Background: an optimization exercise with open tools, aiming at small area and a short achievable clock period. Do not read the settings as production practice. No run shown here included a check of the RTL's function; only the layout flow was run.

$ cat flow/run.sh
#!/bin/bash
set -euo pipefail
export BUFFER_PORTS_ARGS="-buffer_cell sky130_fd_sc_hd__buf_1"
export CTS_ARGS="-sink_clustering_enable -repair_clock_nets -buf_list sky130_fd_sc_hd__clkbuf_8 -dont_use_dummy_load"
bash standard.sh > standard.log 2>&1
$ cat standard.sh
#!/bin/bash
# synth_recipe.tcl (not shown) runs the flow's synth.tcl, then flattens the netlist and writes it again
# the make line also repeats each setting of config.mk as NAME=value (left out here)
make -C /OpenROAD-flow-scripts/flow DESIGN_CONFIG=/design/flow/config.mk WORK_HOME=/design/flow/orfs CLKGATE_MAP_FILE= SYNTH_SCRIPT=/design/flow/synth_recipe.tcl "${@:-finish}"
$ cat config.mk
export PLATFORM = sky130hd
export DESIGN_NAME = ham
export DESIGN_NICKNAME = ham
export VERILOG_FILES = /design/flow/design.v
export SDC_FILE = /design/flow/constraint.sdc
export NUM_CORES = 4
export LEC_CHECK = 0
export CAP_MARGIN = 20
export CORE_MARGIN = 2
export CORE_UTILIZATION = 60
export CTS_BUF_LIST = sky130_fd_sc_hd__clkbuf_8
export SETUP_SLACK_MARGIN = 5
export SLEW_MARGIN = 20
export SYNTH_HIERARCHICAL = 1
export SYNTH_MINIMUM_KEEP_SIZE = 0
$ cat constraint.sdc
create_clock -name core_clock -period 12.5 [get_ports {clk}]
set_input_delay 2.5000 -clock core_clock [delete_from_list [all_inputs] [get_ports {clk}]]
set_output_delay 2.5000 -clock core_clock [all_outputs]
set_load 0.01 [all_outputs]
$ cat design.v
module hd_calcu_4m(input [15:0] a,
                   output [4:0] hd
                  );
  wire c0, s0, c1, s1, c2, s2, c3, s3, c4, s4, c5, s5, c6, s6, c7, s7, c8, s8, c9, s9, c10, s10, c11, s11, c12, s12, c13, s13, c14, s14;
  ham_fa f0 (a[0], a[10], a[11], c0, s0);
  ham_fa f1 (a[12], a[13], a[14], c1, s1);
  ham_fa f2 (a[15], a[1], a[2], c2, s2);
  ham_fa f3 (a[3], a[4], a[5], c3, s3);
  ham_fa f4 (a[6], a[7], a[8], c4, s4);
  ham_fa f5 (a[9], s0, s1, c5, s5);
  ham_ha h6 (s2, s3, c6, s6);
  ham_fa f7 (s4, s6, s5, c7, s7);
  ham_fa f8 (c0, c1, c2, c8, s8);
  ham_fa f9 (c3, c4, c6, c9, s9);
  ham_ha h10 (c5, s8, c10, s10);
  ham_fa f11 (s9, s10, c7, c11, s11);
  ham_fa f12 (c8, c10, c9, c12, s12);
  ham_ha h13 (s12, c11, c13, s13);
  ham_ha h14 (c12, c13, c14, s14);
  assign hd[0] = s7;
  assign hd[1] = s11;
  assign hd[2] = s13;
  assign hd[3] = s14;
  assign hd[4] = c14;
endmodule
module ham_fa(input a, input b, input c, output co, output s);
  assign s  = a ^ b ^ c;
  assign co = (a & b) | (a & c) | (b & c);
endmodule
module ham_ha(input a, input b, output co, output s);
  assign s  = a ^ b;
  assign co = a & b;
endmodule
module ham(data_in, data_out, clk, resetn);
input [31:0] data_in;
input clk, resetn;
output reg [33:0] data_out;
wire p1 = data_out[1];
wire p0 = data_out[0];
wire [15:0] va, vb, vn;
genvar k;
generate
  for (k = 0; k < 16; k = k + 1) begin : pr
    ham_pair pp(data_in[2*k+1], data_in[2*k], data_out[2*k+3], data_out[2*k+2],
                va[k], vb[k], vn[k]);
  end
endgenerate
wire [4:0] A, B, N;
hd_calcu_4m ca(va, A);
hd_calcu_4m cb(vb, B);
hd_calcu_4m cn(vn, N);
function cout5;
  input [4:0] u, v;
  input c;
  reg cy;
  integer j;
  begin
    cy = c;
    for (j = 0; j < 5; j = j + 1)
      cy = (u[j] & v[j]) | (u[j] & cy) | (v[j] & cy);
    cout5 = cy;
  end
endfunction
wire [4:0] a8n = ~{A[4] | A[3], ~A[3], A[2:0]};
wire [4:0] rs, rc;
genvar m;
generate
  for (m = 0; m < 5; m = m + 1) begin : rw
    ham_fa f(B[m], a8n[m], N[m], rc[m], rs[m]);
  end
endgenerate
wire ie = A[4] | (A[3] & (~p1 | A[2] | A[1] | A[0]));
wire io = B[4] | (B[3] & (~(p1 & p0) | B[2] | B[1] | B[0])) |
          (~p1 & ~p0 & B[2] & B[1] & B[0]);
wire se = N[4] | (N[3] & (p0 | ~p1 | N[2] | N[1] | N[0])) |
          (p0 & ~p1 & N[2] & N[1] & N[0]);
wire so = rc[4] | cout5(rs, {rc[3:0], 1'b0}, ~p1);
wire is = cout5(A, ~N, ~p0);
wire eo = cout5(B, ~A, ~p0);
wire sel_i = ie & io & is;
wire sel_s = ~is & se & so;
wire sel_s1, sel_s0;
ham_sel ss1(is, se, so, sel_s1);
ham_sel ss0(is, se, so, sel_s0);
wire sel_e = ~ie & ~se & eo;
wire c1 = ~sel_i & ~sel_s;
wire c0 = ~sel_i & ~sel_e;
wire [1:0] inv1, inv0;
ham_inv1 i1a(sel_e, inv1[0]);           
ham_inv1 i1b(sel_e, inv1[1]);
ham_inv0 i0a(sel_i, sel_e, inv0[0]);    
ham_inv0 i0b(sel_i, sel_e, inv0[1]);
wire [33:0] nxt;
assign nxt[1:0] = {c1, c0};
generate
  for (k = 0; k < 16; k = k + 1) begin : ob
    ham_obit o1(sel_s1, data_in[2*k],   data_in[2*k+1], inv1[k/8], nxt[2*k+3]);
    ham_obit o0(sel_s0, data_in[2*k+1], data_in[2*k],   inv0[k/8], nxt[2*k+2]);
  end
endgenerate
always @(posedge clk, negedge resetn)
begin
  if (!resetn)
    data_out <= 34'd0;
  else
    data_out <= nxt;
end
endmodule
module ham_sel(input is, input se, input so, output s);
  assign s = ~is & se & so;
endmodule
module ham_inv1(input sel_e, output inv1);
  assign inv1 = ~sel_e;
endmodule
module ham_inv0(input sel_i, input sel_e, output inv0);
  assign inv0 = sel_i | sel_e;
endmodule
module ham_obit(input s, input u, input v, input inv, output o);
  assign o = s ? u : v ^ inv;
endmodule
module ham_pair(input d1, input d0, input q1, input q0,
                output a, output b, output n);
  wire y;
  ham_xor xa(d1, q1, a);
  ham_xor xb(d0, q0, b);
  ham_xor xy(q1, q0, y);
  ham_mxn mn(y, a, b, n);
endmodule
module ham_xor(input u, input v, output o);
  assign o = u ^ v;
endmodule
module ham_mxn(input s, input u, input v, output o);
  assign o = s ? u : ~v;
endmodule
==> impl_metrics.csv, run 1 <==
group,metric,value,unit
detailed_routing,drt_first_pass_iters,4,
detailed_routing,drtAntennaViolNets,0,
logic_synthesis,yosys-top-cells-area,"dfrtp_1 25%, fa_1 22%, xor2_1 12%",
floorplan,coreArea,0.00547,sq mm
sta,whs,0.962,ns
critical_path,cp.arrival,7.41,ns
clock_tree,clockRootBuffer,"clkbuf_8",
critical_path,rr_endpoint,"data_out[25]",
placement,io_buffers,67,
critical_path,rrSetupSlack,7.22,ns
sta,setup_tns,0,ns
critical_path,r2r_start,"data_out[2]",
run,drv_cap,0,
sta,period_share,57.6,%
clock_tree,postCtsHoldBufs,0,
sta,slew_violations,0,
critical_path,endpoint,"data_out[25]",
logic_synthesis,yosys_most_used_dff,"dfrtp_1",
logic_synthesis,ys_types,37,
clock_tree,post_cts_buffers,0,
layout,final_nets,478,
logic_synthesis,synthCells,337,
clock_tree,clk_latency,0.30,ns
detailed_routing,drc,0,
worst_hold_path,hp-class,"reg -> reg",
placement,dp_hpwl,5.78,mm
logic_synthesis,synth_seq_cells,34,
critical_path,crit_top_cell,"fa_1",
clock_tree,cts_tree,"built",
logic_synthesis,async_flop_share,100,%
floorplan,fp.dieW,79.1,um
grt,grt_pass1_wl,12.5,mm
critical_path,critPathCaptureType,"flop",
layout,diodes,0,
detailed_routing,wl_per_cell,15.9,um
critical_path,worst-path-max-fanout,32,
detailed_routing,drt_iter0_drc,123,
logic_synthesis,synth_edf_count,0,
layout,area_delta_synth_final,8.62,%
logic_synthesis,syn_avg_cell_area,10.0,sq um
clock_tree,ctsHtreeMaxLevel,2,
logic_synthesis,synth_fp_nets,421,
critical_path,crit_path_max_incr_delay,0.58,ns
sta,fmax,0.139,GHz
critical_path,worst_path_max_delay_cell,"o311ai_0",
critical_path,cp.required,12.70,ns
floorplan,start_util,61.8,%
layout,layout_commonest_cell,"buf_1",
layout,final_layout_size_suffix_gt1_share,2.81,%
placement,gp_congestion,0.923,
layout,reg.largest.list,"data_out: 34 flops",
clock_tree,cts.sinks,34,
floorplan,die_h,79.1,um
clock_tree,numCtsBuffers,5,
detailed_routing,via_per_inst,5.41,
placement,dp_cells,459,
floorplan,io_pins,68,
critical_path,path_class,"in -> reg",
layout,largest_register_ffs,34,
sta,max_slew_margin,39.9,%
layout,final_cell_mix,"66 x buf_1, 50 x nand2_1, 49 x o21ai_1, 48 x xor2_1, 38 x fa_1",
layout,max_flop_register,"data_out",
sta,hold_viol,0,
logic_synthesis,ys_seq_area_share,25.2,%
detailed_routing,vias,2511,
layout,final_cells,464,
logic_synthesis,synth_top_area_share,25.2,%
critical_path,cp-start-kind,"input port",
floorplan,die_area,0.00625,sq mm
logic_synthesis,synth_top_area_cell,"dfrtp_1",
grt,grt_pass1_vias,2627,
grt,grt_start_max_net_pins,35,
floorplan,rows,27,
critical_path,rr_worst_depth,14,
grt,grt_usage,26.8,%
logic_synthesis,syn_area,0.00338,sq mm
clock_tree,cts.clk_slew.worst_paths,0.07,ns
sta,rsz0062_at_grt,"yes",
critical_path,crit_chain,"buf_1 -> xor2_1 -> o21ai_1 -> fa_1 -> fa_1 -> fa_1 -> fa_1 -> ha_1 -> ha_1 -> fa_1 -> o22ai_1 -> o311ai_0 -> and3b_4 -> nand2_1 -> o21ai_1",
grt,antenna_found_initial,0,
detailed_routing,routed_wl,7.39,mm
sta,setup-violations-final,0,
sta,period_needed,7.20,ns
layout,utilization,67.1,%
clock_tree,clk_path_buf_depth,2,
logic_synthesis,synth_warnings,7,
grt,grt_overflow_total,0,
sta,worst_pin_slew,0.902,ns
critical_path,crit_start,"data_in[0]",
sta,finalClockSkew,0.0164,ns
status,status,"timing/DRC/antenna clean",
modules after synthesis (local to each module, per instance), a selection:
module       cells inside  cell area [sq um]  flops+latches
ham_ha                  1               12.5              0
ham_mxn                 2               8.76              0
ham_fa                  1               20.0              0
ham_sel                 1               8.76              0
ham_inv1                1               3.75              0
ham_xor                 1               8.76              0
ham_inv0                1               6.26              0
ham                    90               1200             34
hd_calcu_4m             5               37.5              0
ham_obit                3               17.5              0
cell type report:
type,count,area [sq um]
clock buffers,5,68.8
fillers,467,1800
well taps,72,90.1
inverters,16,60.1
repair buffers,67,253
flip-flops and latches,34,851
multi-input cells,270,2350
worst min path at each step:
stage	start	end	slack (ns)	depth (start not counted)
3_5_place_dp	data_out[1]	data_out[1]	0.91	3
4_1_cts	data_out[1]	data_out[1]	0.92	3
6_report	data_out[1]	data_out[1]	0.96	3
2_1_floorplan	data_out[1]	data_out[1]	0.78	3
3_3_place_gp	data_out[1]	data_out[1]	0.91	3
5_1_grt	data_out[1]	data_out[1]	1.0	3
logic make-up after synthesis:
logic type	share of synthesized area (%)
simple gates	8.81
compound gates	12.0
buf+inv	5.55
flops	25.2
fa+ha+maj	27.8
xor+xnor	20.7
per-layer routing:
layer | share of wire (%) | global-route usage [%]
met1 | 44 | 36.6
met3 | 6.6 | 4.89
met5 | 0 | 0
met4 | 2.8 | 10.5
met2 | 46 | 42.7
worst max-delay path, delay by kind of cell:
family / cells / cell delay (ns)
buffers and inverters: 1 / 0.16
AND/OR/NAND/NOR: 2 / 0.69
adder cells (fa/ha/maj): 7 / 2.84
XOR/XNOR: 1 / 0.28
AO/OA/AOI/OAI: 4 / 0.92
cell usage after synthesis (all sizes together) (2+ instances only):
| library cell | count |
|---|---|
| a31oi | 2 |
| o21ai | 50 |
| maj3 | 3 |
| buf | 17 |
| o22ai | 3 |
| ha | 12 |
| a21oi | 2 |
| xor2 | 48 |
| inv | 16 |
| xnor2 | 32 |
| nor2 | 6 |
| and3b | 2 |
| fa | 38 |
| nand2b | 2 |
| nand2 | 50 |
| or2 | 2 |
| dfrtp | 34 |
per-stage QoR:
step,area (sq um),setup WS (ns)
global route,3670,4.99
CTS,3670,5.25
floorplan,3380,5.36
detailed placement,3600,4.51
finish,3670,5.30
global placement,3600,4.70
timing repair:
| item | in CTS | in global routing |
|---|---|---|
| gates resized for setup | 2 | 2 |
| setup endpoints to repair | 32 | 32 |
| gates cloned | 0 | 0 |
==> run 2: changes to the inputs <==
--- a/design.v
+++ b/design.v
@@ -79,23 +79,20 @@
 wire eo = cout5(B, ~A, ~p0);
 wire sel_i = ie & io & is;
 wire sel_s = ~is & se & so;
-wire sel_s1, sel_s0;
-ham_sel ss1(is, se, so, sel_s1);
-ham_sel ss0(is, se, so, sel_s0);
 wire sel_e = ~ie & ~se & eo;
 wire c1 = ~sel_i & ~sel_s;
 wire c0 = ~sel_i & ~sel_e;
-wire [1:0] inv1, inv0;
-ham_inv1 i1a(sel_e, inv1[0]);           
-ham_inv1 i1b(sel_e, inv1[1]);
-ham_inv0 i0a(sel_i, sel_e, inv0[0]);    
-ham_inv0 i0b(sel_i, sel_e, inv0[1]);
 wire [33:0] nxt;
 assign nxt[1:0] = {c1, c0};
+genvar g;
 generate
-  for (k = 0; k < 16; k = k + 1) begin : ob
-    ham_obit o1(sel_s1, data_in[2*k],   data_in[2*k+1], inv1[k/8], nxt[2*k+3]);
-    ham_obit o0(sel_s0, data_in[2*k+1], data_in[2*k],   inv0[k/8], nxt[2*k+2]);
+  for (g = 0; g < 2; g = g + 1) begin : og
+    wire gs, gi1, gi0;
+    ham_ctl ct(ie, io, is, se, so, eo, gs, gi1, gi0);
+    for (k = 8*g; k < 8*g + 8; k = k + 1) begin : ob
+      ham_obit o1(gs, data_in[2*k],   data_in[2*k+1], gi1, nxt[2*k+3]);
+      ham_obit o0(gs, data_in[2*k+1], data_in[2*k],   gi0, nxt[2*k+2]);
+    end
   end
 endgenerate
 always @(posedge clk, negedge resetn)
@@ -106,13 +103,12 @@
     data_out <= nxt;
 end
 endmodule
-module ham_sel(input is, input se, input so, output s);
-  assign s = ~is & se & so;
-endmodule
-module ham_inv1(input sel_e, output inv1);
+module ham_ctl(input ie, input io, input is, input se, input so, input eo,
+               output s, output inv1, output inv0);
+  wire sel_i = ie & io & is;
+  wire sel_e = ~ie & ~se & eo;
+  assign s    = ~is & se & so;
   assign inv1 = ~sel_e;
-endmodule
-module ham_inv0(input sel_i, input sel_e, output inv0);
   assign inv0 = sel_i | sel_e;
 endmodule
 module ham_obit(input s, input u, input v, input inv, output o);
==> flow/run.sh (replaced) <==
#!/bin/bash
set -euo pipefail
export BUFFER_PORTS_ARGS="-buffer_cell sky130_fd_sc_hd__buf_1"
bash standard.sh > standard.log 2>&1
--- a/config.mk
+++ b/config.mk
@@ -9,7 +9,7 @@
 export CORE_MARGIN = 2
 export CORE_UTILIZATION = 60
 export CTS_BUF_LIST = sky130_fd_sc_hd__clkbuf_8
-export SETUP_SLACK_MARGIN = 5
+export SETUP_SLACK_MARGIN = 4.5
 export SLEW_MARGIN = 20
 export SYNTH_HIERARCHICAL = 1
 export SYNTH_MINIMUM_KEEP_SIZE = 0
==> impl_metrics.csv, run 2 <==
group,metric,value,unit
floorplan,start_util,62.2,%
detailed_routing,drc,0,
run,drv_cap,0,
detailed_routing,drt_iter0_drc,91,
critical_path,worst-path-max-fanout,32,
sta,setup-violations-final,0,
status,status,"timing/DRC/antenna clean",
sta,setup_tns,0,ns
grt,grt_pass1_vias,2639,
clock_tree,post_cts_buffers,0,
logic_synthesis,syn_avg_cell_area,9.96,sq um
floorplan,coreArea,0.00554,sq mm
grt,antenna_found_initial,0,
floorplan,fp.dieW,79.8,um
clock_tree,postCtsHoldBufs,0,
worst_hold_path,hp-class,"reg -> reg",
clock_tree,clockRootBuffer,"clkbuf_8",
grt,grt_overflow_total,0,
grt,grt_pass1_wl,12.6,mm
placement,gp_congestion,0.995,
floorplan,die_area,0.00637,sq mm
logic_synthesis,synth_seq_cells,34,
logic_synthesis,syn_area,0.00345,sq mm
sta,period_needed,7.18,ns
sta,fmax,0.139,GHz
sta,slew_violations,0,
sta,max_slew_margin,41.7,%
layout,reg.largest.list,"data_out: 34 flops",
clock_tree,numCtsBuffers,5,
grt,grt_usage,26.1,%
detailed_routing,wl_per_cell,15.9,um
detailed_routing,drt_first_pass_iters,4,
clock_tree,cts_tree,"built",
logic_synthesis,yosys-top-cells-area,"dfrtp_1 25%, fa_1 22%, xor2_1 12%",
critical_path,r2r_start,"data_out[26]",
clock_tree,ctsHtreeMaxLevel,2,
detailed_routing,via_per_inst,5.52,
critical_path,cp.required,12.64,ns
floorplan,rows,27,
placement,io_buffers,67,
logic_synthesis,async_flop_share,100,%
floorplan,io_pins,68,
sta,hold_viol,0,
critical_path,rr_endpoint,"data_out[31]",
logic_synthesis,synth.most_common_cell,"nand2_1",
detailed_routing,vias,2621,
logic_synthesis,ys_seq_area_share,24.7,%
sta,rsz0062_at_grt,"no",
logic_synthesis,synth_fp_nets,430,
clock_tree,cts.clk_slew.worst_paths,0.07,ns
critical_path,rrSetupSlack,7.30,ns
layout,area_delta_synth_final,9.95,%
grt,grt_start_max_net_pins,35,
logic_synthesis,synthCells,346,
layout,max_flop_register,"data_out",
detailed_routing,drtAntennaViolNets,0,
layout,layout_commonest_cell,"buf_1",
logic_synthesis,synth_warnings,7,
floorplan,die_h,79.8,um
clock_tree,cts.repair.resized,0,
layout,diodes,0,
logic_synthesis,synth_top_area_cell,"dfrtp_1",
critical_path,crit_start,"data_in[24]",
placement,dp_hpwl,6.10,mm
detailed_routing,routed_wl,7.55,mm
clock_tree,clk_latency,0.28,ns
critical_path,critPathCaptureType,"flop",
critical_path,cp.arrival,7.32,ns
critical_path,rr_worst_depth,15,
sta,worst_pin_slew,0.874,ns
sta,period_share,57.4,%
logic_synthesis,synth_top_area_share,24.7,%
sta,finalClockSkew,0.00537,ns
clock_tree,cts.sinks,34,
logic_synthesis,ys_types,41,
clock_tree,clk_path_buf_depth,2,
layout,final_cell_mix,"66 x buf_1, 57 x nand2_1, 49 x o21ai_1, 48 x xor2_1, 38 x fa_1",
critical_path,cp-start-kind,"input port",
logic_synthesis,synth_edf_count,0,
layout,final_nets,487,
critical_path,path_class,"in -> reg",
layout,final_layout_size_suffix_gt1_share,4.71,%
logic_synthesis,yosys_most_used_dff,"dfrtp_1",
critical_path,endpoint,"data_out[31]",
logic_synthesis,ys_top_cells_by_count,"57 x nand2_1, 49 x o21ai_1, 48 x xor2_1",
layout,largest_register_ffs,34,
-- run 2: how the worst min path moves through the flow --
stage	from	end	slack, ns	cells after the start
final	data_out[1]	data_out[0]	0.79	2
after global placement	data_out[1]	data_out[0]	0.75	2
after global routing	data_out[1]	data_out[0]	0.85	2
after detailed placement	data_out[1]	data_out[0]	0.77	2
after CTS	data_out[1]	data_out[0]	0.79	2
after floorplan	data_out[1]	data_out[0]	0.65	2
-- run 2: critical path, stage by stage --
cell     delay (ns)
buf_1          0.16
xor2_1         0.29
o21ai_1        0.15
fa_1           0.58
fa_1           0.43
fa_1           0.39
fa_1           0.38
ha_1           0.19
ha_1           0.35
fa_1           0.53
o22ai_1        0.08
o31ai_1        0.28
or2_2          0.18
nand2_1        0.08
nor2_4         0.55
o21ai_1        0.17
-- run 2: metal layers --
| metal | part of all wire [%] | wire (um) | track usage (%) |
|---|---|---|---|
| met1 | 44 | 3360 | 35.0 |
| met2 | 49 | 3710 | 44.5 |
| met3 | 4.2 | 319 | 2.94 |
| met4 | 2.1 | 161 | 8.31 |
| met5 | 0 | 0 | 0 |
-- run 2: stage by stage --
stage                     cells  setup slack, ns  hold slack, ns  utilization (%)  area, sq um
after floorplan             346             5.01           0.651                -         3450
after global placement      468             4.80           0.753             66.2         3670
after detailed placement    468             4.68           0.772             66.2         3670
after CTS                   475             5.02           0.790             68.2         3780
after global routing        475             4.97           0.846             68.4         3790
final                       475             5.32           0.793             68.4         3790
-- run 2: cell type report --
| class | count | area [sq um] |
|---|---|---|
| Fill cell | 462 | 1750 |
| Clock buffer | 6 | 82.6 |
| Multi-Input combinational cell | 285 | 2450 |
| Timing Repair Buffer | 67 | 253 |
| Tap cell | 72 | 90.1 |
| Sequential cell | 34 | 851 |
| Clock inverter | 1 | 30.0 |
| Inverter | 10 | 37.5 |
-- run 2: per-module statistics from Yosys (local to each module, per instance), excerpt --
| module | cells inside | copies in the design | flip-flops and latches |
|---|---|---|---|
| ham_xor | 1 | 48 | 0 |
| ham_fa | 1 | 38 | 0 |
| hd_calcu_4m | 5 | 3 | 0 |
| ham_ctl | 6 | 2 | 0 |
| ham_ha | 1 | 12 | 0 |
| ham_mxn | 2 | 16 | 0 |
-- run 2: cell families (layout without fill, tap and decap cells) --
group,count (synthesis),count (layout),share of synthesized area [%]
mux,1,1,0.435
fa+ha+maj,53,53,27.4
buf+inv,27,84,4.79
flops,34,34,24.7
xor+xnor,80,80,20.3
simple gates,74,74,8.93
compound gates,77,77,13.5
==> run 3: changes to the inputs <==
--- a/design.v
+++ b/design.v
@@ -8,14 +8,14 @@
   ham_fa f3 (a[3], a[4], a[5], c3, s3);
   ham_fa f4 (a[6], a[7], a[8], c4, s4);
   ham_fa f5 (a[9], s0, s1, c5, s5);
-  ham_ha h6 (s2, s3, c6, s6);
-  ham_fa f7 (s4, s6, s5, c7, s7);
+  ham_fa f6 (s2, s3, s4, c6, s6);
+  ham_ha h7 (s5, s6, c7, s7);
   ham_fa f8 (c0, c1, c2, c8, s8);
-  ham_fa f9 (c3, c4, c6, c9, s9);
-  ham_ha h10 (c5, s8, c10, s10);
-  ham_fa f11 (s9, s10, c7, c11, s11);
-  ham_fa f12 (c8, c10, c9, c12, s12);
-  ham_ha h13 (s12, c11, c13, s13);
+  ham_fa f9 (c3, c4, c5, c9, s9);
+  ham_fa f10 (c6, s8, c7, c10, s10);
+  ham_ha h11 (s9, s10, c11, s11);
+  ham_fa f12 (c8, c9, c10, c12, s12);
+  ham_ha h13 (c11, s12, c13, s13);
   ham_ha h14 (c12, c13, c14, s14);
   assign hd[0] = s7;
   assign hd[1] = s11;
@@ -66,7 +66,7 @@
 genvar m;
 generate
   for (m = 0; m < 5; m = m + 1) begin : rw
-    ham_fa f(B[m], a8n[m], N[m], rc[m], rs[m]);
+    ham_fa f(B[m], N[m], a8n[m], rc[m], rs[m]);
   end
 endgenerate
 wire ie = A[4] | (A[3] & (~p1 | A[2] | A[1] | A[0]));
@@ -86,10 +86,10 @@
 assign nxt[1:0] = {c1, c0};
 genvar g;
 generate
-  for (g = 0; g < 2; g = g + 1) begin : og
+  for (g = 0; g < 4; g = g + 1) begin : og
     wire gs, gi1, gi0;
     ham_ctl ct(ie, io, is, se, so, eo, gs, gi1, gi0);
-    for (k = 8*g; k < 8*g + 8; k = k + 1) begin : ob
+    for (k = 4*g; k < 4*g + 4; k = k + 1) begin : ob
       ham_obit o1(gs, data_in[2*k],   data_in[2*k+1], gi1, nxt[2*k+3]);
       ham_obit o0(gs, data_in[2*k+1], data_in[2*k],   gi0, nxt[2*k+2]);
     end
==> impl_metrics.csv, run 3 <==
group,metric,value,unit
status,status,"timing/DRC/antenna clean",
logic_synthesis,synth_top_area_cell,"dfrtp_1",
layout,largest_register_ffs,34,
floorplan,die_area,0.00647,sq mm
layout,fill_cells,465,
logic_synthesis,muxShareOfSynthArea,0.428,%
logic_synthesis,ys_top_cells_by_count,"61 x nand2_1, 49 x o21ai_1, 48 x xor2_1",
grt,grt_usage,27.3,%
sta,setup-violations-final,0,
detailed_routing,wl_per_cell,16.5,um
layout,layout_commonest_cell,"buf_1",
floorplan,io_pins,68,
critical_path,path_class,"in -> reg",
layout,area_delta_synth_final,9.64,%
logic_synthesis,syn_area,0.00350,sq mm
critical_path,cp-start-kind,"input port",
sta,period_needed,7.49,ns
clock_tree,cts.sinks,34,
floorplan,start_util,62.9,%
critical_path,cp.arrival,7.64,ns
layout,final_cell_mix,"66 x buf_1, 61 x nand2_1, 50 x o21ai_1, 48 x xor2_1, 38 x fa_1",
detailed_routing,drt_iter0_drc,195,
clock_tree,postCtsHoldBufs,0,
logic_synthesis,syn_avg_cell_area,9.79,sq um
logic_synthesis,synth_adder_area_share,26.9,%
logic_synthesis,yosys-top-cells-area,"dfrtp_1 24%, fa_1 22%, xor2_1 12%",
layout,max_flop_register,"data_out",
grt,grt_pass1_vias,2656,
logic_synthesis,synth_fp_nets,442,
grt,antenna_found_initial,0,
layout,diodes,0,
logic_synthesis,synth_top_area_share,24.3,%
sta,fmax,0.134,GHz
floorplan,rows,27,
sta,max_slew_margin,39.3,%
logic_synthesis,synth_edf_count,0,
critical_path,crit_path_max_incr_delay,0.57,ns
layout,final_nets,499,
sta,period_share,59.9,%
clock_tree,post_cts_buffers,0,
clock_tree,ctsHtreeMaxLevel,2,
clock_tree,cts_tree,"built",
placement,dp_hpwl,6.42,mm
critical_path,cp_top_family,"adder cells",
detailed_routing,via_per_inst,5.56,
sta,slew_violations,0,
detailed_routing,vias,2707,
logic_synthesis,synthXorXnorAreaFrac,20.0,%
sta,setup_tns,0,ns
placement,io_buffers,67,
floorplan,die_h,80.4,um
logic_synthesis,ys_types,41,
layout,final_layout_size_suffix_gt1_share,5.06,%
floorplan,coreArea,0.00557,sq mm
placement,gp_congestion,0.919,
sta,worst_pin_slew,0.909,ns
logic_synthesis,yosys_most_used_dff,"dfrtp_1",
clock_tree,cts.repair.resized,0,
logic_synthesis,synth_seq_cells,34,
layout,reg.largest.list,"data_out: 34 flops",
logic_synthesis,synth-simple-area-share,10.0,%
grt,grt_overflow_total,0,
critical_path,path_buf_inv,1,
clock_tree,clk_latency,0.29,ns
critical_path,critPathCaptureType,"flop",
worst_hold_path,hp-class,"reg -> reg",
logic_synthesis,synth_warnings,7,
placement,postPlaceCellArea,0.00372,sq mm
critical_path,worst-path-max-fanout,16,
sta,whs,0.904,ns
logic_synthesis,async_flop_share,100,%
run,drv_cap,0,
floorplan,fp.dieW,80.4,um
clock_tree,clk_path_buf_depth,2,
logic_synthesis,synth_compound_area_share,13.7,%
critical_path,cp.required,12.65,ns
critical_path,crit_top_cell,"fa_1",
grt,grt_pass1_wl,13.0,mm
logic_synthesis,synthCells,358,
clock_tree,numCtsBuffers,5,
sta,hold_viol,0,
logic_synthesis,synth.most_common_cell,"nand2_1",
critical_path,crit_chain,"buf_1 -> xor2_1 -> nand2_1 -> o21ai_1 -> fa_1 -> fa_1 -> ha_1 -> fa_1 -> fa_1 -> ha_1 -> ha_1 -> fa_1 -> o22ai_1 -> o31ai_1 -> or2_2 -> nand2_1 -> nor2_2 -> o21ai_1",
detailed_routing,drtAntennaViolNets,0,
critical_path,worst_path_max_delay_cell,"fa_1",
clock_tree,cts.clk_slew.worst_paths,0.08,ns
detailed_routing,drt_first_pass_iters,5,
sta,finalClockSkew,0.0109,ns
detailed_routing,routed_wl,8.03,mm
logic_synthesis,synth_top_family_by_area,"adder cells",
detailed_routing,drc,0,
grt,grt_start_max_net_pins,35,
layout,final_area,0.00384,sq mm
clock_tree,clockRootBuffer,"clkbuf_8",
sta,rsz0062_at_grt,"no",
logic_synthesis,ys_seq_area_share,24.3,%
## run 3: kinds of logic after synthesis
family / Yosys count
adder cells (fa/ha/maj): 53
multiplexers: 1
AND/OR/NAND/NOR: 84
AO/OA/AOI/OAI: 79
buffers and inverters: 27
flip-flops: 34
XOR/XNOR: 80
## run 3: path summary, 6_finish.rpt
kind                       cells after the start         from            to  slack [ns]
min                                            2  data_out[1]   data_out[0]        0.90
min in group asynchronous                      1       resetn   data_out[1]        2.29
max                                           18   data_in[5]  data_out[29]        5.01
min reg2reg                                    2  data_out[1]   data_out[0]        0.90
max in group asynchronous                      1       resetn  data_out[31]        9.65
max reg2reg                                   17  data_out[7]  data_out[29]        6.97
## run 3: area by class of cell
| class | count | area (sq um) | area share, % |
|---|---|---|---|
| Tap cell | 72 | 90.1 | 2.34 |
| Clock buffer | 6 | 82.6 | 2.15 |
| Timing Repair Buffer | 67 | 253 | 6.58 |
| Sequential cell | 34 | 851 | 22.1 |
| Inverter | 10 | 37.5 | 0.977 |
| Multi-Input combinational cell | 297 | 2500 | 65.0 |
| Clock inverter | 1 | 30.0 | 0.782 |
## run 3: routing by layer
metal  part of all wire (%)  track usage, %  vias up
li1                       -               -     1298
met1                     44            36.6     1302
met2                     49            46.3      101
met3                    6.2            4.38        6
met4                    1.1            7.46        0
met5                      0               0        -
## run 3: per-stage QoR
stage	util [%]	cells	setup WS, ns
final	68.9	487	5.01
after global routing	68.9	487	4.65
after CTS	68.8	487	4.76
after detailed placement	66.7	480	4.48
after global placement	66.7	480	4.57
after floorplan	-	358	5.20
## run 3: modules after synthesis, one instance, submodules excluded, a selection
module | area [sq um] | copies in the design | flops+latches | cells
ham_xor | 8.76 | 48 | 0 | 1
ham_obit | 17.5 | 32 | 0 | 3
ham_fa | 20.0 | 38 | 0 | 1
ham_ha | 12.5 | 12 | 0 | 1
ham_ctl | 28.8 | 4 | 0 | 6
ham | 1240 | 1 | 34 | 93
ham_mxn | 8.76 | 16 | 0 | 2
hd_calcu_4m | 37.5 | 3 | 0 | 5
## run 3: tightest hold or removal path: stages (launching register included)
cell and delay, ns:
dfrtp_1 0.42, o21ai_1 0.23, a31oi_1 0.21

-- separate check: timing with driven ports --
How much do the figures lean on ideal ports? The routed layouts below were timed once more, with nothing changed but the port constraints. Step 1, drivers: a clkbuf_16 drives clk and a buf_2 each remaining input, both assumed. Step 2 adds t to the input delays and takes it off the output delays; t is the mean of the earliest and latest rising clock arrival at the registers after step 1. Input paths then give back, and output paths get back, about the clock's delay inside the block. a / b / c = ideal ports / drivers / drivers and shift; a / b = the first two.
run | shift t [ns] | setup WS [ns] | hold slack, ns | slew at the worst register clock pin (ns)
run 1 | 0.319 | 5.296 / 5.303 / 4.984 | 0.962 / 0.962 / 0.962 | 0.08 / 0.08
run 2 | 0.310 | 5.322 / 5.330 / 5.020 | 0.793 / 0.793 / 0.793 | 0.07 / 0.07
run 3 | 0.323 | 5.014 / 5.026 / 4.703 | 0.904 / 0.904 / 0.904 | 0.08 / 0.08
After both steps setup and hold are still met in every run listed. The setup slack of run 1, which loses most, moves by +0.007 ns with the drivers and by -0.312 ns with both steps.
